This design comes from an exercise in tuning for small area on the open sky130 flow, not from production work. Only simulation tests tie the RTL to the original design; equivalence was not proved. Power is estimated from default activity; no workload was simulated.

[flow/design.v]
module tetris_main(clk, rst, c, Btn_Left, Btn_Right, Btn_Down, Btn_Spin,
                   gs_ent, dirty, g_ps, g_q, g_p, g_o, Score);
	input clk, rst;
	input [1:0] c;
	input Btn_Left, Btn_Right, Btn_Down, Btn_Spin;
	output [49:0] gs_ent;      
	output reg dirty;          
	output [4:0] g_ps;         
	output [4:0] g_q;          
	output [3:0] g_p;          
	output [3:0] g_o;          
	output reg [15:0] Score;   
	localparam S_Start = 4'd0, S_Initialize = 4'd1, S_GenerateNewPiece = 4'd2, S_Idle = 4'd3,
	           S_MoveLeft = 4'd4, S_MoveRight = 4'd5, S_Spin = 4'd6, S_SpinCorrection = 4'd7,
	           S_Wait = 4'd8, S_Tick = 4'd9, S_CleanFullRows = 4'd10, S_CleanEmptyRows = 4'd11,
	           S_CheckLoss = 4'd12, S_GameOver = 4'd13;
	localparam OP_NONE = 3'd0, OP_CLR = 3'd1, OP_SETTLE = 3'd2, OP_CLRROW = 3'd3, OP_SHIFT = 3'd4, OP_ROTP = 3'd5, OP_ROTM = 3'd6;
	wire ce = (c == 2'd1);
	wire [1:0] ge = c ^ 2'd2;    
	reg [3:0] Game_State;
	reg [6:0] Game_State_Counter;
	reg [2:0] Row_Elim_Counter;
	reg [11:0] Game_Clock_Counter;
	reg [2:0] Random_Counter;
	reg [4:0] PS;
	reg [4:0] SA_q;
	reg [3:0] SA_p;
	reg [2:0] op_r;
	reg [3:0] o;               
	assign g_o = o;
	reg acc1, acc2;
	reg [49:0] gW, gA, gB, gC;
	assign gs_ent = gC;
	assign g_ps = PS;
	assign g_q = SA_q;
	assign g_p = SA_p;
	wire [15:0] psd;
	assign psd[0] = 1'b0;
	assign psd[1] = 1'b0;
	assign psd[2] = (PS == 5'd2);
	assign psd[3] = 1'b0;
	assign psd[4] = 1'b0;
	assign psd[5] = (PS == 5'd5) | (PS == 5'd6) | (PS == 5'd8) | (PS == 5'd10) | (PS == 5'd15);
	assign psd[6] = (PS == 5'd2) | (PS == 5'd4) | (PS == 5'd6) | (PS == 5'd8) | (PS == 5'd12) | (PS == 5'd14) | (PS == 5'd17) | (PS == 5'd18) | (PS == 5'd19);
	assign psd[7] = (PS == 5'd4) | (PS == 5'd7) | (PS == 5'd9) | (PS == 5'd12);
	assign psd[8] = (PS == 5'd3);
	assign psd[9] = (PS == 5'd1) | (PS == 5'd3) | (PS == 5'd4) | (PS == 5'd5) | (PS == 5'd9) | (PS == 5'd10) | (PS == 5'd11) | (PS == 5'd13) | (PS == 5'd15) | (PS == 5'd16) | (PS == 5'd18) | (PS == 5'd19);
	assign psd[10] = (PS == 5'd1) | (PS == 5'd2) | (PS == 5'd3) | (PS == 5'd4) | (PS == 5'd5) | (PS == 5'd6) | (PS == 5'd7) | (PS == 5'd8) | (PS == 5'd9) | (PS == 5'd11) | (PS == 5'd12) | (PS == 5'd13) | (PS == 5'd14) | (PS == 5'd15) | (PS == 5'd16) | (PS == 5'd17) | (PS == 5'd18) | (PS == 5'd19);
	assign psd[11] = (PS == 5'd3) | (PS == 5'd6) | (PS == 5'd7) | (PS == 5'd9) | (PS == 5'd11) | (PS == 5'd13) | (PS == 5'd15) | (PS == 5'd16) | (PS == 5'd17) | (PS == 5'd18);
	assign psd[12] = 1'b0;
	assign psd[13] = (PS == 5'd1) | (PS == 5'd10) | (PS == 5'd11) | (PS == 5'd14);
	assign psd[14] = (PS == 5'd1) | (PS == 5'd2) | (PS == 5'd5) | (PS == 5'd7) | (PS == 5'd8) | (PS == 5'd10) | (PS == 5'd12) | (PS == 5'd14) | (PS == 5'd16) | (PS == 5'd17) | (PS == 5'd19);
	assign psd[15] = (PS == 5'd13);
	wire [4:0] ps_spin;
	assign ps_spin[0] = (PS == 5'd1) | (PS == 5'd2) | (PS == 5'd4) | (PS == 5'd6) | (PS == 5'd8) | (PS == 5'd10) | (PS == 5'd12) | (PS == 5'd14) | (PS == 5'd16) | (PS == 5'd18);
	assign ps_spin[1] = (PS == 5'd2) | (PS == 5'd3) | (PS == 5'd6) | (PS == 5'd7) | (PS == 5'd9) | (PS == 5'd10) | (PS == 5'd13) | (PS == 5'd14) | (PS == 5'd17) | (PS == 5'd18);
	assign ps_spin[2] = (PS == 5'd4) | (PS == 5'd5) | (PS == 5'd6) | (PS == 5'd7) | (PS == 5'd12) | (PS == 5'd13) | (PS == 5'd14) | (PS == 5'd15);
	assign ps_spin[3] = (PS == 5'd8) | (PS == 5'd9) | (PS == 5'd10) | (PS == 5'd11) | (PS == 5'd12) | (PS == 5'd13) | (PS == 5'd14) | (PS == 5'd15);
	assign ps_spin[4] = (PS == 5'd16) | (PS == 5'd17) | (PS == 5'd18) | (PS == 5'd19);
	wire [4:0] ps_new;
	assign ps_new[0] = (Random_Counter == 3'd0);
	assign ps_new[1] = (Random_Counter == 3'd1) || (Random_Counter == 3'd3);
	assign ps_new[2] = (Random_Counter == 3'd2) || (Random_Counter == 3'd3) || (Random_Counter == 3'd5);
	assign ps_new[3] = (Random_Counter == 3'd4) || (Random_Counter == 3'd5);
	assign ps_new[4] = (Random_Counter == 3'd6) || (Random_Counter == 3'd7);
	reg [8:0] tdec;
	always @(*) begin : tdecode
		integer i;
		for (i = -4; i <= 4; i = i + 1)
			tdec[i + 4] = (ge == 2'd0 && SA_q == 3 - i) || (ge == 2'd1 && SA_q == 8 - i) ||
			              (ge == 2'd2 && SA_q == 13 - i) || (ge == 2'd3 && SA_q == 18 - i);
	end
	reg [9:0] pdec;
	always @(*) begin : pdecode
		integer i;
		for (i = 0; i < 10; i = i + 1) pdec[i] = (SA_p == i);
	end
	reg [3:0] N [0:5];
	always @(*) begin : nibsel
		integer w, m;
		for (w = -1; w <= 4; w = w + 1) begin
			N[w + 1] = 4'b0;
			for (m = 0; m < 4; m = m + 1)
				if (tdec[m - w + 4]) N[w + 1] = N[w + 1] | psd[4 * m +: 4];
		end
	end
	wire [3:0] wr = {SA_p >= 4'd7, SA_p >= 4'd8, SA_p >= 4'd9, 1'b0};
	reg [3:0] M [0:4];
	always @(*) begin : geom
		integer w, j;
		for (w = 0; w < 5; w = w + 1)
			for (j = 0; j < 4; j = j + 1)
				M[w][j] = wr[j] ? N[w][j] : N[w + 1][j];
	end
	reg [3:0] ok1, ok2;
	always @(*) begin : colprof
		integer m, j;
		for (j = 0; j < 4; j = j + 1) begin
			ok1[j] = 1'b0; ok2[j] = 1'b0;
			for (m = 0; m < 4; m = m + 1) begin
				if (SA_q <= 22 - m) ok1[j] = ok1[j] | psd[4 * m + j];
				if (SA_q <= 21 - m) ok2[j] = ok2[j] | psd[4 * m + j];
			end
		end
	end
	wire colL  = (ok1[0] & pdec[9]) | (ok1[1] & pdec[8]) | (ok1[2] & pdec[7]) | (ok1[3] & pdec[6]);
	wire colL2 = (ok1[0] & pdec[8]) | (ok1[1] & pdec[7]) | (ok1[2] & pdec[6]) | (ok1[3] & pdec[5]);
	wire colR  = (ok1[0] & pdec[0]) | (ok2[1] & pdec[9]) | (ok2[2] & pdec[8]) | (ok2[3] & pdec[7]);
	wire colR2 = (ok1[0] & pdec[1]) | (ok1[1] & pdec[0]) | (ok2[2] & pdec[9]) | (ok2[3] & pdec[8]);
	reg [4:0] bsel;
	always @(*) begin
		case (Game_State)
			S_CleanFullRows:  bsel = 5'd21 - Game_State_Counter[4:0];
			S_CleanEmptyRows: bsel = 5'd19 - Game_State_Counter[4:0];
			default:          bsel = 5'd0;
		endcase
	end
	reg [1:0] bg; reg [2:0] bw;
	always @(*) begin
		if (bsel >= 20) begin bg = 2'd0; bw = 3'd5; end    
		else if (bsel >= 15) begin bg = 2'd3; bw = bsel - 5'd15; end
		else if (bsel >= 10) begin bg = 2'd2; bw = bsel - 5'd10; end
		else if (bsel >= 5) begin bg = 2'd1; bw = bsel - 5'd5; end
		else begin bg = 2'd0; bw = bsel[2:0]; end
	end
	wire bsel_top = (bsel >= 20);
	reg [4:0] r_eq, r_ge, r_chk;
	always @(*) begin : rowcmp
		integer w;
		for (w = 0; w < 5; w = w + 1) begin
			r_eq[w] = !bsel_top && (ge == bg) && (bw == w);
			r_ge[w] = !bsel_top && ((ge > bg) || ((ge == bg) && (w >= bw)));
			if (w < 4) r_chk[w] = !bsel_top && (ge == bg) && (bw == w + 1);
			else r_chk[w] = (bsel_top && bsel == 5'd20 && ge == 2'd3) || (!bsel_top && (bg == ge + 2'd1) && (ge != 2'd3) && (bw == 3'd0));
		end
	end
	wire clr_all = rst | dirty | (op_r == OP_CLR);
	wire op_set = !clr_all && (op_r == OP_SETTLE);
	wire op_crow = !clr_all && (op_r == OP_CLRROW);
	wire op_shf = !clr_all && (op_r == OP_SHIFT);
	reg [49:0] T;
	always @(*) begin : xform
		integer w;
		reg [9:0] above, cr, rc;
		reg keep, sh;
		for (w = 0; w < 5; w = w + 1) begin
			if (w < 4) above = gC[10 * (w + 1) +: 10];
			else above = (ge == 2'd3) ? 10'b0 : gB[9:0];
			cr = gC[10 * w +: 10];
			case (op_r)
				OP_ROTP: rc = {cr[0], cr[9:1]};
				OP_ROTM: rc = {cr[8:0], cr[9]};
				default: rc = cr;
			endcase
			sh = op_shf & r_ge[w];
			keep = !clr_all & !(op_crow & r_eq[w]) & !sh;
			T[10 * w +: 10] = (rc & {10{keep}}) | (above & {10{sh}}) | ({6'b0, M[w]} & {10{op_set}});
		end
	end
	reg hitL, hitR, hitT, hitS, hitF, hitE;
	always @(*) begin : checks
		integer w;
		reg [9:0] below, tr;
		reg [3:0] pr;
		hitL = 1'b0; hitR = 1'b0; hitT = 1'b0; hitS = 1'b0; hitF = 1'b0; hitE = 1'b0;
		for (w = 0; w < 5; w = w + 1) begin
			tr = T[10 * w +: 10];
			pr = M[w];
			if (w > 0) below = T[10 * (w - 1) +: 10];
			else below = (ge == 2'd0) ? 10'h3ff : gW[49:40];
			hitS = hitS | (|(tr[3:0] & pr));
			hitT = hitT | (|(below[3:0] & pr));
			hitL = hitL | (|(tr[4:1] & pr));
			hitR = hitR | (|({tr[2:0], tr[9]} & pr));
			hitF = hitF | (r_chk[w] & (&tr));
			hitE = hitE | (r_chk[w] & ~(|tr));
		end
	end
	wire row19_ne = |T[49:40];    
	wire hit1 = (Game_State == S_SpinCorrection) ? hitS : (Game_State == S_Tick) ? hitT :
	            (Game_State == S_CleanFullRows) ? hitF : hitL;
	wire hit2 = (Game_State == S_CleanEmptyRows) ? hitE : hitR;
	wire f1 = acc1 | hit1, f2 = acc2 | hit2;
	wire fL = f1, fS = f1, fT = f1, fF = f1, fR = f2, fE = f2;
	always @(posedge clk) begin
		acc1 <= ((c == 2'd2) ? 1'b0 : acc1) | hit1;
		acc2 <= ((c == 2'd2) ? 1'b0 : acc2) | hit2;
	end
	always @(posedge clk) begin
		gW <= T;
		gA <= gW;
		gB <= gA;
		gC <= gB;
	end
	always @(posedge clk)
		if (rst) dirty <= 1'b1;
		else if (c == 2'd2) dirty <= 1'b0;
	reg [15:0] score_next;
	always @(*) begin : bcd
		reg [3:0] o, t, h, th, o2, t2;
		reg c0, c1, c2, wrap;
		reg [4:0] ts;
		reg [2:0] d;
		o = Score[3:0]; t = Score[7:4]; h = Score[11:8]; th = Score[15:12];
		c0 = 1'b0;
		if (Row_Elim_Counter == 3'd1 || Row_Elim_Counter == 3'd2 || Row_Elim_Counter == 3'd3) begin
			c0 = (o >= 4'd5);
			o = c0 ? o - 4'd5 : o + 4'd5;
		end
		d[0] = (Row_Elim_Counter == 3'd2);
		d[1] = (Row_Elim_Counter == 3'd3);
		d[2] = (Row_Elim_Counter == 3'd4);
		ts = t + d + c0;
		c1 = (ts >= 5'd10);
		t = c1 ? ts - 5'd10 : ts[3:0];
		c2 = c1 && (h == 4'd9);
		h = c1 ? ((h == 4'd9) ? 4'd0 : h + 4'd1) : h;
		th = th + c2;
		wrap = (th == 4'd8) && (h[1] || (h[0] && t == 4'd9 && o >= 4'd2));
		if (wrap) begin
			o2 = (o >= 4'd2) ? o - 4'd2 : o + 4'd8;
			t2 = (o >= 4'd2) ? ((t == 4'd9) ? 4'd0 : t + 4'd1) : t;
			score_next = {8'd0, t2, o2};
		end
		else score_next = {th, h, t, o};
	end
	reg [2:0] sa_op;
	reg [3:0] pn; reg [1:0] qop; reg [4:0] qc;
	always @(*) begin
		pn = SA_p; qop = 2'd0; qc = 5'd0;
		case (sa_op)
			3'd1: begin pn = 4'd3; qop = 2'd3; qc = 5'd21; end
			3'd2: if (SA_p == 4'd9) begin pn = 4'd0; qop = 2'd1; end
			      else if (SA_q == 5'd25 && SA_p == 4'd5) begin pn = 4'd0; qop = 2'd3; qc = 5'd0; end
			      else pn = SA_p + 4'd1;
			3'd3: if (SA_p == 4'd0) begin
			          if (SA_q == 5'd0) begin pn = 4'd5; qop = 2'd3; qc = 5'd25; end
			          else begin pn = 4'd9; qop = 2'd2; end
			      end
			      else pn = SA_p - 4'd1;
			3'd4: if (SA_p >= 4'd8) begin pn = SA_p - 4'd8; qop = 2'd1; end
			      else pn = SA_p + 4'd2;
			3'd5: qop = 2'd1;
			3'd6: if (SA_q == 5'd0) begin
			          qop = 2'd3;
			          if (SA_p <= 4'd3) begin pn = SA_p + 4'd6; qc = 5'd24; end
			          else begin pn = SA_p - 4'd4; qc = 5'd25; end
			      end
			      else qop = 2'd2;
			default: ;
		endcase
	end
	reg [2:0] op_n;
	always @(*) begin
		sa_op = 3'd0;
		case (Game_State)
			S_GenerateNewPiece: if (Game_State_Counter == 0) sa_op = 3'd1;
			S_MoveLeft: sa_op = 3'd2;
			S_MoveRight: sa_op = 3'd3;
			S_SpinCorrection:
				if (Game_State_Counter[0] == 0) begin
					if (colL && colR) begin
						if (colL2 && colR2) sa_op = 3'd4;
						else if (!colL2) sa_op = 3'd2;
						else if (!colR2) sa_op = 3'd3;
					end
					else if (fS) sa_op = 3'd5;
				end
			S_Tick: if (!fT) sa_op = 3'd6;
			default: ;
		endcase
	end
	always @(posedge clk) begin
		if (ce) begin
			SA_p <= pn;
			case (qop)
				2'd1: SA_q <= SA_q + 5'd1;
				2'd2: SA_q <= SA_q - 5'd1;
				2'd3: SA_q <= qc;
				default: ;
			endcase
		end
	end
	always @(posedge clk) begin
		if (rst) begin
			Game_State <= S_Start;
			Score <= 16'd0;
			PS <= 5'd0;
			Random_Counter <= 3'd0;
			Game_Clock_Counter <= 12'd0;
		end
		else if (ce) begin
			Random_Counter <= (Random_Counter == 3'b110) ? 3'b0 : Random_Counter + 1'b1;
			if (Game_State == S_Idle)
				Game_Clock_Counter <= Game_Clock_Counter[10:0] + 12'd5;
			else if (Game_State == S_Spin)
				Game_Clock_Counter <= 12'd0;
			case (Game_State)
				S_Start: begin
					if (Btn_Spin) Game_State <= S_Initialize;
				end
				S_Initialize: begin
					Score <= 16'd0;
					Game_State <= S_GenerateNewPiece;
				end
				S_GenerateNewPiece: begin
					if (Game_State_Counter == 0) PS <= ps_new;
					if (Game_State_Counter >= 2) Game_State <= S_Idle;
				end
				S_Idle: begin
					if (Btn_Spin) Game_State <= S_Spin;
					else if (Btn_Left) begin
						if (!colL && !fL) Game_State <= S_MoveLeft;
					end
					else if (Btn_Right) begin
						if (!colR && !fR) Game_State <= S_MoveRight;
					end
					else if (Game_Clock_Counter[11] || Btn_Down) Game_State <= S_Tick;
				end
				S_MoveLeft: Game_State <= S_Wait;
				S_MoveRight: Game_State <= S_Wait;
				S_Spin: begin
					if (Game_State_Counter == 0) PS <= ps_spin;
					if (Game_State_Counter >= 3) Game_State <= S_SpinCorrection;
				end
				S_SpinCorrection: begin
					if (Game_State_Counter[0] == 0 && !(colL && colR) && !fS) Game_State <= S_Wait;
				end
				S_Wait: begin
					if (Game_State_Counter == 0) Game_State <= S_Idle;
				end
				S_Tick: begin
					if (fT) Game_State <= S_CleanFullRows;
					else Game_State <= S_Wait;
				end
				S_CleanFullRows: begin
					if (Game_State_Counter > 21) begin
						Score <= score_next;
						Game_State <= S_CleanEmptyRows;
					end
				end
				S_CleanEmptyRows: begin
					if (Game_State_Counter >= 18) Game_State <= S_CheckLoss;
				end
				S_CheckLoss: begin
					if (row19_ne) Game_State <= S_GameOver;
					else Game_State <= S_GenerateNewPiece;
				end
				S_GameOver: begin
					if (Btn_Spin) Game_State <= S_Initialize;
				end
				default: Game_State <= S_Start;
			endcase
		end
	end
	always @(posedge clk) begin
		if (ce) begin
			op_n = OP_NONE;
			case (Game_State)
				S_Start: begin
					op_n = OP_CLR;
					if (Btn_Spin) Game_State_Counter <= 7'd0;
				end
				S_Initialize: begin
					op_n = OP_CLR;
					Game_State_Counter <= 7'd0;
				end
				S_GenerateNewPiece: begin
					if (Game_State_Counter < 2) Game_State_Counter <= Game_State_Counter + 1'b1;
					else Game_State_Counter <= 7'd0;
				end
				S_Idle: begin
					if (Btn_Spin || (!Btn_Left && !Btn_Right && (Game_Clock_Counter[11] || Btn_Down)))
						Game_State_Counter <= 7'd0;
				end
				S_MoveLeft, S_MoveRight: Game_State_Counter <= 7'd1;
				S_Spin: begin
					if (Game_State_Counter < 3) Game_State_Counter <= Game_State_Counter + 1'b1;
					else Game_State_Counter <= 7'd0;
				end
				S_SpinCorrection: begin
					if (Game_State_Counter[0] == 0 && !(colL && colR) && !fS) Game_State_Counter <= 7'd1;
					else Game_State_Counter <= Game_State_Counter + 1'b1;
				end
				S_Wait: begin
					if (Game_State_Counter != 0) Game_State_Counter <= Game_State_Counter + 1'b1;
				end
				S_Tick: begin
					if (fT) begin
						op_n = OP_SETTLE;
						Game_State_Counter <= 7'd0;
					end
					else Game_State_Counter <= 7'd1;
				end
				S_CleanFullRows: begin
					if (Game_State_Counter == 0)
						Row_Elim_Counter <= 3'd0;
					else if (Game_State_Counter <= 20 && fF) begin
						op_n = OP_CLRROW;
						Row_Elim_Counter <= Row_Elim_Counter + 1'b1;
					end
					if (Game_State_Counter > 21) Game_State_Counter <= 7'd0;
					else Game_State_Counter <= Game_State_Counter + 1'b1;
				end
				S_CleanEmptyRows: begin
					if (Game_State_Counter <= 18 && fE) op_n = OP_SHIFT;
					if (Game_State_Counter < 18) Game_State_Counter <= Game_State_Counter + 1'b1;
					else Game_State_Counter <= 7'd0;
				end
				S_CheckLoss: begin
					if (!row19_ne) Game_State_Counter <= 7'd0;
				end
				default: ;
			endcase
			op_r <= op_n;
			if (op_n == OP_CLR) o <= 4'd3;
			else if (op_n != OP_NONE) ;
			else if (sa_op == 3'd3) begin op_r <= OP_ROTM; o <= (o == 4'd0) ? 4'd9 : o - 4'd1; end
			else if (sa_op == 3'd2 || sa_op == 3'd4 || rot_t != o) begin op_r <= OP_ROTP; o <= (o == 4'd9) ? 4'd0 : o + 4'd1; end
		end
	end
	wire post_settle = (Game_State == S_CleanFullRows) || (Game_State == S_CleanEmptyRows) ||
	                   (Game_State == S_CheckLoss) || (Game_State == S_GameOver) || (Game_State == S_GenerateNewPiece);
	wire [3:0] rot_t = post_settle ? 4'd3 : SA_p;
endmodule
`timescale 1ns / 1ps
module tetris_vga2(
	clk, rst, c, hlo, dirty,
	gs_ent, g_ps, g_q, g_p, g_o,
	HSync, VSync,
	R, G, B
    );
	input clk;
	input rst;
	input [1:0] c;
	input [3:0] hlo;           
	input dirty;
	input [49:0] gs_ent;
	input [4:0] g_ps;
	input [4:0] g_q;
	input [3:0] g_p;
	input [3:0] g_o;
	output reg HSync;
	output reg VSync;
	output wire [2:0] R;
	output wire [2:0] G;
	output wire [1:0] B;
	reg r2, r1, g2, g0;
	assign R = {r2, r1, r1};
	assign G = {g2, g2, g0};
	assign B = {g0, g0};
	reg [5:0] HorizontalCounterHi;
	wire [9:0] HorizontalCounter = {HorizontalCounterHi, hlo};
	reg [9:0] VerticalCounter;
	wire pxl_ce = (c == 2'd1);
	wire hsync_fall = pxl_ce && (HorizontalCounter == 10'd0);
	wire frame_start = hsync_fall && (VerticalCounter == 0);
	always @(posedge clk) begin
		if (rst)
			HorizontalCounterHi <= 0;
		else if (pxl_ce && hlo == 4'd15) begin
			if (HorizontalCounterHi < 6'd49)
				HorizontalCounterHi <= HorizontalCounterHi + 1'b1;
			else
				HorizontalCounterHi <= 0;
		end
	end
	always @(posedge clk) begin
		if (rst)
			HSync <= 1'b1;
		else if (pxl_ce)
			HSync <= !(HorizontalCounter < 96);
	end
	always @(posedge clk) begin
		if (rst)
			VerticalCounter <= 0;
		else if (hsync_fall) begin
			if (VerticalCounter < 524)
				VerticalCounter <= VerticalCounter + 1'b1;
			else
				VerticalCounter <= 0;
		end
	end
	always @(posedge clk) begin
		if (rst)
			VSync <= 1'b0;
		else if (pxl_ce)
			VSync <= !(VerticalCounter < 2);
	end
	reg [49:0] vW, vA, vB, vC;
	reg ld;
	reg blank;
	reg [4:0] s_ps;
	reg [4:0] s_q;
	reg [3:0] s_p;
	reg [3:0] s_o;
	always @(posedge clk) begin
		vW <= ld ? gs_ent : vC;
		vA <= vW;
		vB <= vA;
		vC <= vB;
	end
	always @(posedge clk)
		if (pxl_ce) ld <= frame_start;
	always @(posedge clk) begin
		if (rst) blank <= 1'b1;
		else if (frame_start && !dirty) blank <= 1'b0;
	end
	wire pre2 = pxl_ce && (VerticalCounter == 10'd0) && (HorizontalCounter == 10'd798);
	wire pre1 = pxl_ce && (VerticalCounter == 10'd0) && (HorizontalCounter == 10'd799);
	always @(posedge clk) begin
		if (pre2) s_ps <= g_ps;
		if (pre1) begin
			s_q <= g_q;
			s_p <= g_p;
		end
		if (frame_start) s_o <= g_o;
	end
	wire [9:0] H = HorizontalCounter;
	wire [9:0] V = VerticalCounter;
	wire [4:0] vq = V[8:4] + (V[3:0] >= 4'd13);
	wire [4:0] drow = (V <= 10'd108) ? 5'd19 : 5'd25 - vq;
	reg [1:0] dgrp; reg [2:0] dw;
	always @(*) begin
		if (drow >= 15) begin dgrp = 2'd3; dw = drow - 5'd15; end
		else if (drow >= 10) begin dgrp = 2'd2; dw = drow - 5'd10; end
		else if (drow >= 5) begin dgrp = 2'd1; dw = drow - 5'd5; end
		else begin dgrp = 2'd0; dw = drow[2:0]; end
	end
	wire [3:0] dcol = ~H[7:4];    
	wire [1:0] wgrp = (c - 2'd1) ^ 2'd2;    
	reg [9:0] vrow;
	always @(*)
		case (dw)
			3'd0: vrow = vW[9:0];
			3'd1: vrow = vW[19:10];
			3'd2: vrow = vW[29:20];
			3'd3: vrow = vW[39:30];
			default: vrow = vW[49:40];
		endcase
	wire [3:0] scol = (dcol >= s_o) ? dcol - s_o : dcol + 4'd10 - s_o;
	wire vbit = vrow[scol];
	reg cap;
	always @(posedge clk)
		if (wgrp == dgrp) cap <= vbit;
	wire abit = ((dgrp == 2'd2) ? vbit : cap) & !blank;
	wire [15:0] sd;
	assign sd[0] = 1'b0;
	assign sd[1] = 1'b0;
	assign sd[2] = (s_ps == 5'd2);
	assign sd[3] = 1'b0;
	assign sd[4] = 1'b0;
	assign sd[5] = (s_ps == 5'd5) | (s_ps == 5'd6) | (s_ps == 5'd8) | (s_ps == 5'd10) | (s_ps == 5'd15);
	assign sd[6] = (s_ps == 5'd2) | (s_ps == 5'd4) | (s_ps == 5'd6) | (s_ps == 5'd8) | (s_ps == 5'd12) | (s_ps == 5'd14) | (s_ps == 5'd17) | (s_ps == 5'd18) | (s_ps == 5'd19);
	assign sd[7] = (s_ps == 5'd4) | (s_ps == 5'd7) | (s_ps == 5'd9) | (s_ps == 5'd12);
	assign sd[8] = (s_ps == 5'd3);
	assign sd[9] = (s_ps == 5'd1) | (s_ps == 5'd3) | (s_ps == 5'd4) | (s_ps == 5'd5) | (s_ps == 5'd9) | (s_ps == 5'd10) | (s_ps == 5'd11) | (s_ps == 5'd13) | (s_ps == 5'd15) | (s_ps == 5'd16) | (s_ps == 5'd18) | (s_ps == 5'd19);
	assign sd[10] = (s_ps == 5'd1) | (s_ps == 5'd2) | (s_ps == 5'd3) | (s_ps == 5'd4) | (s_ps == 5'd5) | (s_ps == 5'd6) | (s_ps == 5'd7) | (s_ps == 5'd8) | (s_ps == 5'd9) | (s_ps == 5'd11) | (s_ps == 5'd12) | (s_ps == 5'd13) | (s_ps == 5'd14) | (s_ps == 5'd15) | (s_ps == 5'd16) | (s_ps == 5'd17) | (s_ps == 5'd18) | (s_ps == 5'd19);
	assign sd[11] = (s_ps == 5'd3) | (s_ps == 5'd6) | (s_ps == 5'd7) | (s_ps == 5'd9) | (s_ps == 5'd11) | (s_ps == 5'd13) | (s_ps == 5'd15) | (s_ps == 5'd16) | (s_ps == 5'd17) | (s_ps == 5'd18);
	assign sd[12] = 1'b0;
	assign sd[13] = (s_ps == 5'd1) | (s_ps == 5'd10) | (s_ps == 5'd11) | (s_ps == 5'd14);
	assign sd[14] = (s_ps == 5'd1) | (s_ps == 5'd2) | (s_ps == 5'd5) | (s_ps == 5'd7) | (s_ps == 5'd8) | (s_ps == 5'd10) | (s_ps == 5'd12) | (s_ps == 5'd14) | (s_ps == 5'd16) | (s_ps == 5'd17) | (s_ps == 5'd19);
	assign sd[15] = (s_ps == 5'd13);
	wire [5:0] k = {1'b0, drow} + 6'd3 - {1'b0, s_q};
	reg [3:0] nmain, nwrap;
	always @(*) begin
		case (k)
			6'd0: begin nmain = sd[3:0]; nwrap = 4'b0; end
			6'd1: begin nmain = sd[7:4]; nwrap = sd[3:0]; end
			6'd2: begin nmain = sd[11:8]; nwrap = sd[7:4]; end
			6'd3: begin nmain = sd[15:12]; nwrap = sd[11:8]; end
			6'd4: begin nmain = 4'b0; nwrap = sd[15:12]; end
			default: begin nmain = 4'b0; nwrap = 4'b0; end
		endcase
	end
	wire [4:0] jd = {1'b0, dcol} - {1'b0, s_p};    
	reg bbit0;
	wire bbit = bbit0 & !blank;
	always @(*) begin
		case (jd)
			5'd0: bbit0 = nmain[0];
			5'd1: bbit0 = nmain[1];
			5'd2: bbit0 = nmain[2];
			5'd3: bbit0 = nmain[3];
			5'd22: bbit0 = nwrap[0];    
			5'd23: bbit0 = nwrap[1];    
			5'd24: bbit0 = nwrap[2];    
			5'd25: bbit0 = nwrap[3];    
			default: bbit0 = 1'b0;
		endcase
	end
	always @(posedge clk) begin
		if (rst) begin
			r2 <= 1'b0; r1 <= 1'b0; g2 <= 1'b0; g0 <= 1'b0;
		end
		else if (pxl_ce) begin
			if (V < 76) begin
				r2 <= 1'b0; r1 <= 1'b0; g2 <= 1'b0; g0 <= 1'b0;
			end
			else if (V < 92 || (V >= 412 && V < 428)) begin
				if (H >= 336 && H < 528) begin
					r2 <= 1'b1; r1 <= 1'b1; g2 <= 1'b1; g0 <= 1'b1;
				end
				else begin
					r2 <= 1'b0; r1 <= 1'b0; g2 <= 1'b0; g0 <= 1'b0;
				end
			end
			else if (V < 412) begin
				if (H < 336 || H >= 528) begin
					r2 <= 1'b0; r1 <= 1'b0; g2 <= 1'b0; g0 <= 1'b0;
				end
				else if (H < 352 || H >= 512) begin
					r2 <= 1'b1; r1 <= 1'b1; g2 <= 1'b1; g0 <= 1'b1;
				end
				else begin
					r2 <= abit & bbit;
					r1 <= bbit;
					g2 <= abit & !bbit;
					g0 <= abit ^ bbit;
				end
			end
			else begin
				r2 <= 1'b0; r1 <= 1'b0; g2 <= 1'b0; g0 <= 1'b0;
			end
		end
	end
endmodule
`timescale 1ns / 1ps
module tetris_seg(clk, rst, num, c, hlo, seg, an);
	input clk, rst;
	input [15:0] num;        
	output [1:0] c;          
	output [3:0] hlo;        
	output [7:0] seg;
	output reg [3:0] an;
	reg [12:0] divider;
	assign c = divider[1:0];
	assign hlo = divider[5:2];
	wire scan_ce = (divider == 13'h0FFF);
	reg [3:0] dec_bcd;
	reg [3:0] pend;
	always @(posedge clk)
		if (rst) divider <= 13'd0;
		else divider <= divider + 1'b1;
	wire [3:0] an_next = {an[2:0], an[3] & ~(&an[2:0])};
	reg [3:0] digit;
	always @(*)
		case (an_next)
			4'b1110: digit = num[7:4];
			4'b1101: digit = num[11:8];
			4'b1011: digit = num[15:12];
			default: digit = num[3:0];
		endcase
	always @(posedge clk) begin
		if (rst) begin
			an <= 4'b1111;
			dec_bcd <= 4'd0;
			pend <= 4'd0;
		end
		else if (scan_ce) begin
			an <= an_next;
			dec_bcd <= pend;
			pend <= digit;
		end
	end
	assign seg[7] = 1'b1;
	assign seg[0] = !((dec_bcd == 4'd0) | (dec_bcd == 4'd2) | (dec_bcd == 4'd3) | (dec_bcd == 4'd5) | (dec_bcd == 4'd6) | (dec_bcd == 4'd7) | (dec_bcd == 4'd8) | (dec_bcd == 4'd9));
	assign seg[1] = !((dec_bcd == 4'd0) | (dec_bcd == 4'd1) | (dec_bcd == 4'd2) | (dec_bcd == 4'd3) | (dec_bcd == 4'd4) | (dec_bcd == 4'd7) | (dec_bcd == 4'd8) | (dec_bcd == 4'd9));
	assign seg[2] = !((dec_bcd == 4'd0) | (dec_bcd == 4'd1) | (dec_bcd == 4'd3) | (dec_bcd == 4'd4) | (dec_bcd == 4'd5) | (dec_bcd == 4'd6) | (dec_bcd == 4'd7) | (dec_bcd == 4'd8) | (dec_bcd == 4'd9));
	assign seg[3] = !((dec_bcd == 4'd0) | (dec_bcd == 4'd2) | (dec_bcd == 4'd3) | (dec_bcd == 4'd5) | (dec_bcd == 4'd6) | (dec_bcd == 4'd8) | (dec_bcd == 4'd9));
	assign seg[4] = !((dec_bcd == 4'd0) | (dec_bcd == 4'd2) | (dec_bcd == 4'd6) | (dec_bcd == 4'd8));
	assign seg[5] = !((dec_bcd == 4'd0) | (dec_bcd == 4'd4) | (dec_bcd == 4'd5) | (dec_bcd == 4'd6) | (dec_bcd == 4'd8) | (dec_bcd == 4'd9));
	assign seg[6] = !((dec_bcd == 4'd2) | (dec_bcd == 4'd3) | (dec_bcd == 4'd4) | (dec_bcd == 4'd5) | (dec_bcd == 4'd6) | (dec_bcd == 4'd8) | (dec_bcd == 4'd9));
endmodule
`timescale 1ns / 1ps
module Tetris_top(
	clk,
	rst,
	btnL,
	btnR,
	btnD,
	btnS,
	HSync,
	VSync,
	R,
	G,
	B,
	Seg,
	An
    );
	input clk, rst, btnL, btnR, btnD, btnS;
	output HSync, VSync;
	output [2:0] R;
	output [2:0] G;
	output [1:0] B;
	output [7:0] Seg;
	output [3:0] An;
	wire [1:0] c;
	wire [3:0] hlo;
	wire dirty;
	wire [49:0] gs_ent;
	wire [4:0] g_ps, g_q;
	wire [3:0] g_p, g_o;
	wire [15:0] score;
	tetris_main M_TET(.clk(clk), .rst(rst), .c(c), .Btn_Left(btnL), .Btn_Right(btnR), .Btn_Down(btnD),
		.Btn_Spin(btnS), .gs_ent(gs_ent), .dirty(dirty), .g_ps(g_ps), .g_q(g_q), .g_p(g_p), .g_o(g_o), .Score(score));
	tetris_vga2 M_VGA(.clk(clk), .rst(rst), .c(c), .hlo(hlo), .dirty(dirty), .gs_ent(gs_ent), .g_ps(g_ps), .g_q(g_q),
		.g_p(g_p), .g_o(g_o), .HSync(HSync), .VSync(VSync), .R(R), .G(G), .B(B));
	tetris_seg  M_SEG(.clk(clk), .rst(rst), .num(score), .c(c), .hlo(hlo), .seg(Seg), .an(An));
endmodule
[flow/flow/run.sh]
#!/bin/bash
# Layout flow: the standard flow, with one extra step after the standard
# synthesis.  The combinational logic of the synthesized netlist is mapped a
# second time with a stronger ABC script (flow/remap.tcl, flow/remap.abc);
# the registers of the standard synthesis are kept as they are (same cells,
# same names).  Then the standard flow continues from that netlist.
# Each tool's output goes to a log file of its own in this folder.
set -euo pipefail
HERE=$PWD
RES=$HERE/orfs/results/$FLOW_PLATFORM/Tetris_top/base

# 1. standard synthesis
bash standard.sh "$RES/1_2_yosys.v" > 1_synth_standard.log 2>&1
cp "$RES/1_2_yosys.v" "$HERE/1_2_yosys_standard.v"

# 2. second mapping of the combinational logic, repeated a few times on its
#    own result; the smallest netlist is kept
export REMAP_LIB=$FLOW_HOME/platforms/$FLOW_PLATFORM/lib/sky130_fd_sc_hd__tt_025C_1v80.lib
export REMAP_SCRIPT=$HERE/flow/remap.abc
export REMAP_CONSTR=$HERE/flow/remap.constr
export REMAP_PERIOD_PS=$(awk "BEGIN{print int($FLOW_PERIOD_NS*1000)}")
prev=$HERE/1_2_yosys_standard.v
best=""; best_area=""
for i in 1 2 3 4 5 6; do
  export REMAP_IN=$prev
  export REMAP_OUT=$HERE/1_2_yosys_remap$i.v
  export REMAP_STAT=$HERE/remap_stat$i.txt
  yosys -c flow/remap.tcl > 2_remap$i.log 2>&1
  area=$(awk '/Chip area for module/ {print $NF}' "$REMAP_STAT")
  echo "pass $i: area $area" >> 2_remap_summary.log
  if [[ -z "$best" ]] || awk "BEGIN{exit !($area < $best_area)}"; then
    best=$REMAP_OUT; best_area=$area
  fi
  prev=$REMAP_OUT
done
echo "kept $best ($best_area)" >> 2_remap_summary.log
cp "$best" "$RES/1_2_yosys.v"
touch "$RES/1_2_yosys.v"

# 3. the rest of the standard flow, from the re-mapped netlist (with the
#    clock tree options of flow/cts_args.txt, if there is one)
if [[ -f flow/cts_args.txt ]]; then
  export CTS_ARGS="$(cat flow/cts_args.txt)"
fi
bash standard.sh > 3_layout_standard.log 2>&1
[flow/flow/cts_args.txt]
-sink_clustering_enable -repair_clock_nets -sink_clustering_size 16 -sink_clustering_max_diameter 80 -buf_list sky130_fd_sc_hd__clkbuf_8 -dont_use_dummy_load
[flow/flow/remap.abc]
strash
dc2
dch -f
&get -n
&nf -R 1000 -p -F 8 -C 32
&put
mfs -a
strash
dc2
dch -f
&get -n
&nf -R 1000 -p -F 8 -C 32
&put
mfs -a
strash
dc2
dch -f
&get -n
&nf -R 1000 -p -F 8 -C 32
&put
mfs -a
strash
dch -f
&get -n
&nf -R 1000 -p -F 8 -C 32
&put
topo
[flow/flow/remap.constr]
set_driving_cell sky130_fd_sc_hd__buf_1
set_load 5
[flow/flow/remap.tcl]
# Second mapping of the combinational logic of the standard synthesis netlist
# with a stronger ABC script.  The sequential cells (their instances and
# names) are kept as they are; only the logic between them is re-mapped.
yosys -import
set lib $::env(REMAP_LIB)
read_liberty -ignore_miss_func $lib
read_verilog $::env(REMAP_IN)
hierarchy -top Tetris_top
# keep the sequential cells
foreach m [split [string trim [tee -q -s result.string select -list-mod =sky130_fd_sc_hd__*df* =sky130_fd_sc_hd__*dl*]] "\n"] {
  setattr -mod -set keep_hierarchy 1 $m
}
flatten
opt_clean -purge
techmap
opt -fast -purge
# the platform's don't-use cells (platforms/sky130hd/config.mk)
set dont_use {}
foreach c {sky130_fd_sc_hd__probe_p_8 sky130_fd_sc_hd__probec_p_8 sky130_fd_sc_hd__lpflow_bleeder_1
           sky130_fd_sc_hd__lpflow_clkbufkapwr_1 sky130_fd_sc_hd__lpflow_clkbufkapwr_16 sky130_fd_sc_hd__lpflow_clkbufkapwr_2
           sky130_fd_sc_hd__lpflow_clkbufkapwr_4 sky130_fd_sc_hd__lpflow_clkbufkapwr_8 sky130_fd_sc_hd__lpflow_clkinvkapwr_1
           sky130_fd_sc_hd__lpflow_clkinvkapwr_16 sky130_fd_sc_hd__lpflow_clkinvkapwr_2 sky130_fd_sc_hd__lpflow_clkinvkapwr_4
           sky130_fd_sc_hd__lpflow_clkinvkapwr_8 sky130_fd_sc_hd__lpflow_decapkapwr_12 sky130_fd_sc_hd__lpflow_decapkapwr_3
           sky130_fd_sc_hd__lpflow_decapkapwr_4 sky130_fd_sc_hd__lpflow_decapkapwr_6 sky130_fd_sc_hd__lpflow_decapkapwr_8
           sky130_fd_sc_hd__lpflow_inputiso0n_1 sky130_fd_sc_hd__lpflow_inputiso0p_1 sky130_fd_sc_hd__lpflow_inputiso1n_1
           sky130_fd_sc_hd__lpflow_inputiso1p_1 sky130_fd_sc_hd__lpflow_inputisolatch_1 sky130_fd_sc_hd__lpflow_isobufsrc_1
           sky130_fd_sc_hd__lpflow_isobufsrc_16 sky130_fd_sc_hd__lpflow_isobufsrc_2 sky130_fd_sc_hd__lpflow_isobufsrc_4
           sky130_fd_sc_hd__lpflow_isobufsrc_8 sky130_fd_sc_hd__lpflow_isobufsrckapwr_16 sky130_fd_sc_hd__lpflow_lsbuf_lh_hl_isowell_tap_1
           sky130_fd_sc_hd__lpflow_lsbuf_lh_hl_isowell_tap_2 sky130_fd_sc_hd__lpflow_lsbuf_lh_hl_isowell_tap_4
           sky130_fd_sc_hd__lpflow_lsbuf_lh_isowell_4 sky130_fd_sc_hd__lpflow_lsbuf_lh_isowell_tap_1
           sky130_fd_sc_hd__lpflow_lsbuf_lh_isowell_tap_2 sky130_fd_sc_hd__lpflow_lsbuf_lh_isowell_tap_4} {
  lappend dont_use -dont_use $c
}
abc -script $::env(REMAP_SCRIPT) -liberty $lib {*}$dont_use -constr $::env(REMAP_CONSTR) -D $::env(REMAP_PERIOD_PS)
opt_clean -purge
hilomap -singleton -hicell sky130_fd_sc_hd__conb_1 HI -locell sky130_fd_sc_hd__conb_1 LO
insbuf -buf sky130_fd_sc_hd__buf_4 A X
splitnets
opt_clean -purge
foreach m [split [string trim [tee -q -s result.string select -list-mod =sky130_fd_sc_hd__*]] "\n"] {
  blackbox $m
}
tee -o $::env(REMAP_STAT) stat -liberty $lib
write_verilog -noattr -nohex -nodec $::env(REMAP_OUT)
[flow/standard.sh]
#!/bin/bash
# synth_recipe.tcl (not shown) runs the flow's synth.tcl, then flattens the netlist and writes it again
# the make line also repeats each setting of config.mk as NAME=value (left out here)
make -C /OpenROAD-flow-scripts/flow DESIGN_CONFIG=/design/flow/config.mk WORK_HOME=/design/flow/orfs CLKGATE_MAP_FILE= SYNTH_SCRIPT=/design/flow/synth_recipe.tcl "${@:-finish}"
[flow/config.mk]
export PLATFORM = sky130hd
export DESIGN_NAME = Tetris_top
export DESIGN_NICKNAME = Tetris_top
export VERILOG_FILES = /design/flow/design.v
export SDC_FILE = /design/flow/constraint.sdc
export NUM_CORES = 8
export LEC_CHECK = 0
export ABC_AREA = 1
export CAP_MARGIN = 20
export CORE_MARGIN = 2
export CORE_UTILIZATION = 55
export CTS_BUF_LIST = sky130_fd_sc_hd__clkbuf_8
export CTS_CLUSTER_DIAMETER = 80
export CTS_CLUSTER_SIZE = 16
export HOLD_SLACK_MARGIN = 0
export PLACE_DENSITY = 0.7
export SLEW_MARGIN = 20
[flow/constraint.sdc]
create_clock -name core_clock -period 12.0 [get_ports {clk}]
set_input_delay 2.4000 -clock core_clock [delete_from_list [all_inputs] [get_ports {clk}]]
set_output_delay 2.4000 -clock core_clock [all_outputs]
set_load 0.01 [all_outputs]
==> results of run 1 <==
[metrics by stage]
step,hold WS [ps],setup slack [ps],util
after floorplan,310,4400,-
after global placement,310,2840,0.581
after detailed placement,312,2640,0.581
after CTS,281,2690,0.596
after global routing,287,1590,0.597
final,289,2480,0.597
[critical path: cells and delay by family (launching register included)]
| family | cells | cell delay, ps |
|---|---|---|
| AND/OR/NAND/NOR | 14 | 3840 |
| flip-flops | 1 | 500 |
| XOR/XNOR | 2 | 490 |
| AO/OA/AOI/OAI | 13 | 4430 |
[metal layers]
metal	part of all wire	up-vias	global-route usage
met1	0.45	7792	0.399
met4	0.026	2	0.0946
met5	0.00024	-	0
met2	0.45	698	0.462
li1	-	7832	-
met3	0.070	107	0.0428
[state kept, by name, summed over array words and instances (netlist names), 6 cells and up]
name,cells
M_VGA.vA,50
M_TET.Game_State_Counter,7
M_VGA.vC,50
M_VGA.VerticalCounter,10
M_VGA.HorizontalCounterHi,6
M_TET.gW,50
M_TET.Game_Clock_Counter,12
M_TET.gB,50
M_TET.gA,50
M_TET.gC,50
M_TET.Score,16
M_SEG.divider,13
M_VGA.vB,50
M_VGA.vW,50
[worst min path at each step]
| stage | from | endpoint | slack (ps) | depth (start not counted) |
|---|---|---|---|---|
| floorplan | M_TET.gW[0]$_DFF_P_ | M_TET.gA[0]$_DFF_P_ | 310 | 0 |
| global placement | M_TET.gB[20]$_DFF_P_ | M_TET.gC[20]$_DFF_P_ | 310 | 0 |
| detailed placement | M_VGA.vB[48]$_DFF_P_ | M_VGA.vC[48]$_DFF_P_ | 310 | 0 |
| CTS | M_TET.gA[2]$_DFF_P_ | M_TET.gB[2]$_DFF_P_ | 280 | 0 |
| global route | M_TET.gA[40]$_DFF_P_ | M_TET.gB[40]$_DFF_P_ | 290 | 0 |
| finish | M_TET.gA[2]$_DFF_P_ | M_TET.gB[2]$_DFF_P_ | 290 | 0 |
[layout make-up]
type	instances	share of cell area
multi-input combinational	1495	0.410
tap	468	0.0269
timing repair buffer	48	0.0192
inverter	27	0.00465
clock buffer	40	0.0253
sequential	537	0.514
[where the power goes]
group | internal [mW] | leakage [nW] | switching, mW
registers | 1.81 | 4.38 | 0.0110
clock network | 0.300 | 0.288 | 0.537
logic | 0.0217 | 3.26 | 0.0475
total | 2.13 | 7.92 | 0.595
==> impl_metrics.py, run 1 <==
metrics = {
    "run": {
        "cap_violations": 0,
    },
    "worst_setup_path": {
        "crit_path_end": "M_TET.SA_q[3]$_DFFE_PP_",
        "slowest_stage": "o21ai_0",
        "worstPathRequired_ps": 12370,
        "rr_endpoint": "M_TET.SA_q[3]$_DFFE_PP_",
        "reg2reg_slack_ps": 2480,
        "start_kind": "flop",
        "worstReg2RegStart": "M_TET.Game_State[3]$_SDFFE_PP0P_",
        "end_kind": "flop",
        "max_stage_delay_ps": 830,
        "path_max_fanout": 12,
        "r2r_cells": 29,
        "cp_data_arrival_time_ps": 9880,
        "startpoint": "M_TET.Game_State[3]$_SDFFE_PP0P_",
        "crit_type": "reg -> reg",
    },
    "clocking": {
        "cts-root-buf": "clkbuf_8",
        "cts.sinks": 537,
        "cts_hold_buf": 0,
        "cts.clk_slew.worst_paths_ps": 110,
        "cts_tree": "done",
        "post_cts_resize_count": 0,
        "cts.htree.levels": 2,
        "post-cts-setup-buffers": 0,
        "cts-buffers-inserted": 40,
        "clock_latency_ps": 640,
        "clockBufferDepth": 3,
    },
    "routing": {
        "drt_iter0_drc": 1640,
        "antenna_left": 0,
        "vias": 16400,
        "wl_um": 55300,
        "firstDrtPassIters": 6,
        "vias_per_cell": 6.28,
        "wl_per_cell_um": 21.1,
        "drc": 0,
    },
    "sta": {
        "relSlewSlack": 0.280,
        "worstMarginPinSlew_ps": 1050,
        "maxSlewViolCount": 0,
        "hold_violations": 0,
        "rsz0062_at_grt": "false",
        "finalCriticalPeriod_ps": 9520,
        "fin_setup_tns_ps": 0,
        "fin_crit_sh": 0.793,
        "max_freq_mhz": 105,
        "setup_viol": 0,
        "skew_ps": 62.3,
    },
    "finish": {
        "fillers": 3136,
        "final_cells": 2615,
        "final_area_sq_um": 21800,
        "nets": 2155,
        "final_layout_size_suffix_gt1_frac": 0.0331,
        "seq_area_sq_um": 11200,
        "multi_input_comb_area_sq_um": 8930,
        "mostFrequentLayoutCells": "dfxtp_1 (491), nand2_1 (209), nor2_1 (198)",
        "n_antenna_cell": 0,
        "area.growth.synth_to_final_pct": 7.30,
        "final_common_cell": "dfxtp_1",
    },
    "grt": {
        "antenna_found_initial": 1,
        "grt_pass1_vias": 15500,
        "grtUsageTotal": 0.287,
        "grt_max_degree": 52,
        "grt_overflow_total": 0,
        "grt_pass1_wl_um": 86500,
    },
    "power": {
        "p_total_mw": 2.73,
        "peakVddDrop_mv": 0.0868,
        "power.density_nw_per_um2": 125,
        "p_leak_nw": 7.92,
    },
    "die": {
        "num_io_pins": 28,
        "die-height_um": 196,
        "initial_core_util": 0.556,
        "die_x_um": 196,
        "rows": 70,
        "design.die.area_sq_um": 38500,
        "core_sq_um": 36500,
    },
    "synth": {
        "syn_nets": 2078,
        "ys_warn_count": 5,
        "synth.avg_cell_area_sq_um": 9.80,
        "synthesis.area_sq_um": 20300,
        "syn-instance-count": 2072,
    },
    "place": {
        "globalplace.congestion": 0.964,
        "dp_cells": 2575,
        "dpl.hpwl_um": 41000,
        "port_buffers": 26,
        "placed_area_sq_um": 21200,
    },
    "min_path": {
        "hp-class": "reg -> reg",
    },
    "outcome": {
        "status": "finished clean",
    },
}
==> run 2: changes to the inputs <==
--- a/flow/flow/run.sh
+++ b/flow/flow/run.sh
@@ -13,26 +13,42 @@
 bash standard.sh "$RES/1_2_yosys.v" > 1_synth_standard.log 2>&1
 cp "$RES/1_2_yosys.v" "$HERE/1_2_yosys_standard.v"
 
-# 2. second mapping of the combinational logic, repeated a few times on its
-#    own result; the smallest netlist is kept
+# 2. second mapping of the combinational logic, repeated on its own result
+#    (every third pass with a second script, flow/remap_b.abc); the smallest
+#    netlist is kept.  A pass whose result is implausibly small (under 70% of
+#    the standard synthesis) is not kept.
 export REMAP_LIB=$FLOW_HOME/platforms/$FLOW_PLATFORM/lib/sky130_fd_sc_hd__tt_025C_1v80.lib
 export REMAP_SCRIPT=$HERE/flow/remap.abc
 export REMAP_CONSTR=$HERE/flow/remap.constr
 export REMAP_PERIOD_PS=$(awk "BEGIN{print int($FLOW_PERIOD_NS*1000)}")
 prev=$HERE/1_2_yosys_standard.v
 best=""; best_area=""
-for i in 1 2 3 4 5 6; do
+std_area=$(awk '/Chip area for module/ {print $NF}' "$HERE/orfs/reports/$FLOW_PLATFORM/Tetris_top/base/synth_stat.txt" 2>/dev/null || true)
+for i in $(seq 1 12); do
+  if (( i % 3 == 0 )); then export REMAP_SCRIPT=$HERE/flow/remap_b.abc; else export REMAP_SCRIPT=$HERE/flow/remap.abc; fi
   export REMAP_IN=$prev
   export REMAP_OUT=$HERE/1_2_yosys_remap$i.v
   export REMAP_STAT=$HERE/remap_stat$i.txt
-  yosys -c flow/remap.tcl > 2_remap$i.log 2>&1
-  area=$(awk '/Chip area for module/ {print $NF}' "$REMAP_STAT")
+  if ! yosys -c flow/remap.tcl > 2_remap$i.log 2>&1; then
+    echo "pass $i: failed" >> 2_remap_summary.log
+    continue
+  fi
+  area=$(awk '/Chip area for module/ {print $NF}' "$REMAP_STAT" 2>/dev/null || true)
+  if [[ -z "$area" ]]; then
+    echo "pass $i: no area" >> 2_remap_summary.log
+    continue
+  fi
   echo "pass $i: area $area" >> 2_remap_summary.log
+  if [[ -n "$std_area" ]] && awk "BEGIN{exit !($area < 0.7 * $std_area)}"; then
+    echo "pass $i: result rejected (standard synthesis $std_area)" >> 2_remap_summary.log
+    continue
+  fi
   if [[ -z "$best" ]] || awk "BEGIN{exit !($area < $best_area)}"; then
     best=$REMAP_OUT; best_area=$area
   fi
   prev=$REMAP_OUT
 done
+if [[ -z "$best" ]]; then best=$HERE/1_2_yosys_standard.v; best_area=$std_area; fi
 echo "kept $best ($best_area)" >> 2_remap_summary.log
 cp "$best" "$RES/1_2_yosys.v"
 touch "$RES/1_2_yosys.v"
==> flow/flow/remap_b.abc (new file) <==
strash
dc2
dch -f
&get -n
&nf -R 1000
&put
mfs
strash
dch -f
&get -n
&nf -R 1000
&put
mfs
strash
dch -f
&get -n
&nf -R 1000
&put
topo
==> run 2 against run 1 <==
Sequential share of layout area rose by 0.24 points. Register-to-register slack improved by 560 ps. Combinational power rose by 66%. Flip-flop and latch count did not move. First-iteration DRC count rose by 13%. Critical path type unchanged.
==> impl_metrics.py, run 2 <==
metrics = {
    "outcome": {
        "status": "finished clean",
    },
    "worst_setup_path": {
        "end_kind": "flop",
        "path_max_fanout": 12,
        "rr_endpoint": "M_TET.SA_q[2]$_DFFE_PP_",
        "crit_path_end": "M_TET.SA_q[2]$_DFFE_PP_",
        "startpoint": "M_TET.Game_State[3]$_SDFFE_PP0P_",
        "cp_data_arrival_time_ps": 9230,
        "start_kind": "flop",
        "slowest_stage": "o21ai_0",
        "crit_top_cell": "a21oi_1",
        "crit_type": "reg -> reg",
        "r2r_cells": 28,
        "worstPathRequired_ps": 12270,
        "worstReg2RegStart": "M_TET.Game_State[3]$_SDFFE_PP0P_",
        "reg2reg_slack_ps": 3040,
        "max_stage_delay_ps": 740,
    },
    "clocking": {
        "clockBufferDepth": 3,
        "cts.sinks": 537,
        "cts_hold_buf": 0,
        "cts-root-buf": "clkbuf_8",
        "clock_latency_ps": 640,
        "cts.clk_slew.worst_paths_ps": 100,
        "cts.htree.levels": 2,
        "post_cts_resize_count": 0,
        "cts-buffers-inserted": 41,
        "cts_tree": "done",
        "post-cts-setup-buffers": 0,
    },
    "finish": {
        "seq_area_sq_um": 11200,
        "final_common_cell": "dfxtp_1",
        "mostFrequentLayoutCells": "dfxtp_1 (491), nand2_1 (189), a21oi_1 (188), nor2_1 (188), o21ai_0 (150)",
        "area.growth.synth_to_final_pct": 7.26,
        "nets": 2145,
        "fillers": 3155,
        "final_layout_size_suffix_gt1_frac": 0.0299,
        "multi_input_comb_area_sq_um": 8770,
    },
    "place": {
        "port_buffers": 26,
        "globalplace.congestion": 1.02,
        "dpl.hpwl_um": 40000,
    },
    "synth": {
        "syn_nets": 2070,
        "synth.avg_cell_area_sq_um": 9.80,
        "ys_warn_count": 5,
        "synthesis.area_sq_um": 20200,
        "syn-instance-count": 2064,
    },
    "grt": {
        "grt_overflow_total": 0,
        "grt_max_degree": 52,
        "grt_pass1_vias": 15300,
        "grt_pass1_wl_um": 85900,
        "antenna_found_initial": 1,
        "grtUsageTotal": 0.284,
    },
    "sta": {
        "finalCriticalPeriod_ps": 8960,
        "relSlewSlack": 0.265,
        "setup_viol": 0,
        "rsz0062_at_grt": "false",
        "max_freq_mhz": 112,
        "timing.hold.ws_ps": 274,
        "skew_ps": 85.0,
        "hold_violations": 0,
        "fin_setup_tns_ps": 0,
        "fin_crit_sh": 0.747,
        "maxSlewViolCount": 0,
        "worstMarginPinSlew_ps": 1090,
    },
    "routing": {
        "vias": 16500,
        "antenna_left": 0,
        "wl_per_cell_um": 21.0,
        "firstDrtPassIters": 8,
        "drc": 0,
        "wl_um": 54800,
        "drt_iter0_drc": 1852,
        "vias_per_cell": 6.32,
    },
    "die": {
        "design.die.area_sq_um": 38300,
        "die-height_um": 196,
        "initial_core_util": 0.555,
        "rows": 70,
        "core_sq_um": 36400,
        "die_x_um": 196,
        "num_io_pins": 28,
    },
    "power": {
        "peakVddDrop_mv": 0.120,
        "power.density_nw_per_um2": 129,
        "p_leak_nw": 7.97,
    },
    "min_path": {
        "min-delay-start": "M_TET.gW[43]$_DFF_P_",
        "hp-class": "reg -> reg",
        "worstHoldPathCells": 0,
    },
    "run": {
        "cap_violations": 0,
    },
}
==> run 2: changes by cell type in the layout (fill, tap and decap cells not counted), moves of 14 or more <==
cell and delta:
nor2b_1 +15, o21ai_0 +14, a21oi_1 +15, clkinv_1 +16, nand2b_1 -14, nand2_1 -20
==> run 2: worst max-delay path: cells and delay by family (launching register included) <==
kind,cells,cell delay (ps)
xor+xnor,1,150
flops,1,550
simple gates,13,2880
compound gates,14,5050
==> run 2: power by group <==
part	switching [mW]	internal, mW
Clock	0.536	0.307
Sequential	0.0200	1.82
Combinational	0.0786	0.0359
==> run 2: per-stage QoR <==
step                instances  area [sq um]  utilization  power (mW)  worst slack (ps)
global route             2605         21700        0.595        2.89              2230
detailed placement       2564         21100        0.580        1.99              3240
global placement         2564         21100        0.580        1.99              3440
CTS                      2605         21700        0.595        2.82              3240
floorplan                2064         20200            -        1.95              4930
finish                   2606         21700        0.595        2.79              3040
==> run 2: cell type report <==
| cell class | instances | share of cell area |
|---|---|---|
| timing repair buffer | 45 | 0.0183 |
| inverter | 43 | 0.00744 |
| antenna | 1 | 0.000115 |
| clock buffer | 41 | 0.0260 |
| sequential | 537 | 0.517 |
| tap | 468 | 0.0270 |
| multi-input combinational | 1471 | 0.404 |
==> run 2: worst min path at each step <==
stage | endpoint | slack [ps]
after global routing | M_TET.gA[43]$_DFF_P_ | 270
after detailed placement | M_TET.gA[30]$_DFF_P_ | 310
after CTS | M_TET.gA[43]$_DFF_P_ | 260
after global placement | M_TET.gB[39]$_DFF_P_ | 310
final | M_TET.gA[43]$_DFF_P_ | 270
after floorplan | M_TET.gA[0]$_DFF_P_ | 310
==> run 2: metal layers <==
| metal | global-route usage | wire length, um |
|---|---|---|
| met1 | 0.416 | 25500 |
| met4 | 0.0808 | 1440 |
| met2 | 0.429 | 23300 |
| met3 | 0.0566 | 4570 |
| met5 | 0 | 0 |
==> run 3: changes to the inputs <==
--- a/flow/design.v
+++ b/flow/design.v
@@ -70,11 +70,17 @@
 			tdec[i + 4] = (ge == 2'd0 && SA_q == 3 - i) || (ge == 2'd1 && SA_q == 8 - i) ||
 			              (ge == 2'd2 && SA_q == 13 - i) || (ge == 2'd3 && SA_q == 18 - i);
 	end
-	reg [9:0] pdec;
-	always @(*) begin : pdecode
-		integer i;
-		for (i = 0; i < 10; i = i + 1) pdec[i] = (SA_p == i);
-	end
+	wire [9:0] pdec;
+	assign pdec[0] = !SA_p[3] && SA_p[2:0] == 3'd0;
+	assign pdec[1] = !SA_p[3] && SA_p[2:0] == 3'd1;
+	assign pdec[2] = SA_p[2:0] == 3'd2;
+	assign pdec[3] = SA_p[2:0] == 3'd3;
+	assign pdec[4] = SA_p[2:0] == 3'd4;
+	assign pdec[5] = SA_p[2:0] == 3'd5;
+	assign pdec[6] = SA_p[2:0] == 3'd6;
+	assign pdec[7] = SA_p[2:0] == 3'd7;
+	assign pdec[8] = SA_p[3] && !SA_p[0];
+	assign pdec[9] = SA_p[3] && SA_p[0];
 	reg [3:0] N [0:5];
 	always @(*) begin : nibsel
 		integer w, m;
@@ -84,7 +90,7 @@
 				if (tdec[m - w + 4]) N[w + 1] = N[w + 1] | psd[4 * m +: 4];
 		end
 	end
-	wire [3:0] wr = {SA_p >= 4'd7, SA_p >= 4'd8, SA_p >= 4'd9, 1'b0};
+	wire [3:0] wr = {SA_p[3] || SA_p[2:0] == 3'd7, SA_p[3], SA_p[3] && SA_p[0], 1'b0};    
 	reg [3:0] M [0:4];
 	always @(*) begin : geom
 		integer w, j;
@@ -238,8 +244,7 @@
 			          else begin pn = 4'd9; qop = 2'd2; end
 			      end
 			      else pn = SA_p - 4'd1;
-			3'd4: if (SA_p >= 4'd8) begin pn = SA_p - 4'd8; qop = 2'd1; end
-			      else pn = SA_p + 4'd2;
+			3'd4: begin pn = 4'd0; qop = 2'd1; end
 			3'd5: qop = 2'd1;
 			3'd6: if (SA_q == 5'd0) begin
 			          qop = 2'd3;
@@ -416,7 +421,7 @@
 			if (op_n == OP_CLR) o <= 4'd3;
 			else if (op_n != OP_NONE) ;
 			else if (sa_op == 3'd3) begin op_r <= OP_ROTM; o <= (o == 4'd0) ? 4'd9 : o - 4'd1; end
-			else if (sa_op == 3'd2 || sa_op == 3'd4 || rot_t != o) begin op_r <= OP_ROTP; o <= (o == 4'd9) ? 4'd0 : o + 4'd1; end
+			else if (sa_op == 3'd2 || sa_op == 3'd4 || rot_t != o) begin op_r <= OP_ROTP; o <= (o[3] && o[0]) ? 4'd0 : o + 4'd1; end
 		end
 	end
 	wire post_settle = (Game_State == S_CleanFullRows) || (Game_State == S_CleanEmptyRows) ||
==> run 3 against run 2 <==
Still clean. Routed wire length decreased by 0.18%. Clock skew decreased by 7.8 ps. Via count grew 0.59%. Clock-buffer cell count decreased by 1. Final cell count grew 1.1%. Clock power fell by 2.5%. Largest power group unchanged.
==> impl_metrics.py, run 3 <==
metrics = {
    "clocking": {
        "cts_tree": "done",
        "clockBufferDepth": 3,
        "post-cts-setup-buffers": 0,
        "post_cts_resize_count": 0,
        "clock_latency_ps": 620,
        "cts-buffers-inserted": 40,
        "cts.sinks": 537,
        "cts_hold_buf": 0,
        "cts.clk_slew.worst_paths_ps": 100,
        "cts-root-buf": "clkbuf_8",
        "cts.htree.levels": 2,
    },
    "finish": {
        "seq_area_sq_um": 11200,
        "area.growth.synth_to_final_pct": 7.20,
        "fillers": 3129,
        "final_layout_size_suffix_gt1_frac": 0.0309,
        "final_cells": 2635,
        "mostFrequentLayoutCells": "dfxtp_1 (491), nor2_1 (196), a21oi_1 (194)",
        "multi_input_comb_area_sq_um": 8970,
        "final_common_cell": "dfxtp_1",
        "nets": 2174,
    },
    "grt": {
        "grt_overflow_total": 0,
        "grt_pass1_vias": 15600,
        "grt_pass1_wl_um": 85500,
        "antenna_found_initial": 4,
        "grtUsageTotal": 0.282,
        "grt_max_degree": 51,
    },
    "routing": {
        "vias_per_cell": 6.29,
        "wl_per_cell_um": 20.8,
        "drt_iter0_drc": 1639,
        "vias": 16600,
        "antenna_left": 0,
        "wl_um": 54700,
        "firstDrtPassIters": 8,
        "drc": 0,
    },
    "sta": {
        "skew_ps": 77.2,
        "rsz0062_at_grt": "false",
        "fin_setup_tns_ps": 0,
        "relSlewSlack": 0.230,
        "max_freq_mhz": 114,
        "final.setup.worst_slack_ps": 3190,
        "worstMarginPinSlew_ps": 1150,
        "hold_violations": 0,
        "finalCriticalPeriod_ps": 8810,
        "fin_crit_sh": 0.734,
        "setup_viol": 0,
        "maxSlewViolCount": 0,
    },
    "synth": {
        "syn_nets": 2098,
        "synthesis.area_sq_um": 20400,
        "syn-instance-count": 2092,
        "synth.avg_cell_area_sq_um": 9.74,
        "ys_warn_count": 5,
    },
    "place": {
        "dp_cells": 2594,
        "place_ws_ps": 3020,
        "port_buffers": 26,
        "globalplace.congestion": 0.985,
        "dpl.hpwl_um": 40400,
    },
    "die": {
        "die_x_um": 196,
        "num_io_pins": 28,
        "design.die.area_sq_um": 38600,
        "die-height_um": 196,
        "initial_core_util": 0.558,
        "core_sq_um": 36500,
        "rows": 70,
    },
    "power": {
        "peakVddDrop_mv": 0.0980,
        "power.density_nw_per_um2": 124,
        "p_leak_nw": 7.90,
    },
    "worst_setup_path": {
        "start_kind": "flop",
        "crit_family": "simple AND/OR/NAND/NOR gates",
        "worstPathRequired_ps": 12350,
        "slowest_stage": "nor2_1",
        "cp_data_arrival_time_ps": 9160,
        "max_stage_delay_ps": 680,
        "crit_buf_inv": 0,
        "path_max_fanout": 13,
        "end_kind": "flop",
        "crit_type": "reg -> reg",
    },
    "min_path": {
        "hp-class": "reg -> reg",
    },
    "run": {
        "cap_violations": 0,
    },
    "outcome": {
        "status": "finished clean",
    },
}
==> run 3: final timing paths <==
path	start	endpoint	slack (ps)	depth (start not counted)
max	M_TET.Game_State_Counter[1]$_DFFE_PP_	M_TET.SA_q[3]$_DFFE_PP_	3190	30
min reg2reg	M_VGA.vB[8]$_DFF_P_	M_VGA.vC[8]$_DFF_P_	280	0
min	M_VGA.vB[8]$_DFF_P_	M_VGA.vC[8]$_DFF_P_	280	0
max reg2reg	M_TET.Game_State_Counter[1]$_DFFE_PP_	M_TET.SA_q[3]$_DFFE_PP_	3190	30
==> run 3: area by class of cell <==
cell class / instances / area share
tap: 468 / 0.0268
clock buffer: 40 / 0.0252
inverter: 30 / 0.00515
antenna: 1 / 0.000115
sequential: 537 / 0.513
multi-input combinational: 1512 / 0.411
timing repair buffer: 47 / 0.0189
==> run 3: metrics by stage <==
stage,power (mW),hold WS (ps),area [sq um],utilization
2_1_floorplan,1.91,310,20400,-
3_3_place_gp,1.94,310,21300,0.583
3_5_place_dp,1.94,312,21300,0.583
4_1_cts,2.74,284,21800,0.598
5_1_grt,2.81,288,21800,0.598
6_report,2.72,279,21800,0.598
==> run 3: worst reg2reg max path: cells and delay by family (launching register included) <==
kind	cells	cell delay, ps
mux	1	360
simple gates	19	4840
flops	1	590
compound gates	10	2740
==> run 3: metal layers <==
layer,up-vias,track usage,wire [um]
met3,85,0.0515,4270
met1,7919,0.386,24300
met5,-,0,0
li1,7895,-,-
met2,678,0.454,25000
met4,0,0.0887,1130
==> run 3: report_power, final <==
group | total [mW] | switching (mW) | internal [mW]
combinational | 0.0750 | 0.0521 | 0.0228
clock | 0.822 | 0.522 | 0.300
sequential | 1.82 | 0.0116 | 1.81
total | 2.72 | 0.586 | 2.13

-- what the ideal ports hide --
No port has a modelled driver above. Below, the same layouts with a new extraction and two added sets of constraints.
Step 1, drivers: a clkbuf_16 drives clk and a buf_2 each remaining input, both assumed.
Step 2 times the ports against the registers' clock, not the clock port: input delays grow and output delays shrink by t, the midpoint of the rising clock arrivals with the driver on.
a / b / c = no drivers / after step 1 / after step 2; a / b = the first two.
run	t, ns	setup WS [ns]	latest minus earliest clock arrival (ns)	worst register clock-pin slew, ns	worst slew at a driven data input, ns
run 1	0.660	2.482 / 2.482 / 2.476	0.063 / 0.063	0.12 / 0.12	0.05
run 2	0.656	3.042 / 3.042 / 3.042	0.088 / 0.088	0.11 / 0.11	0.03
run 3	0.648	3.191 / 3.191 / 2.845	0.102 / 0.102	0.11 / 0.11	0.03
After both steps setup and hold are still met in every run listed. For run 3, which loses most, drivers alone change the setup slack by 0.000 ns; drivers and shift together by -0.346 ns.
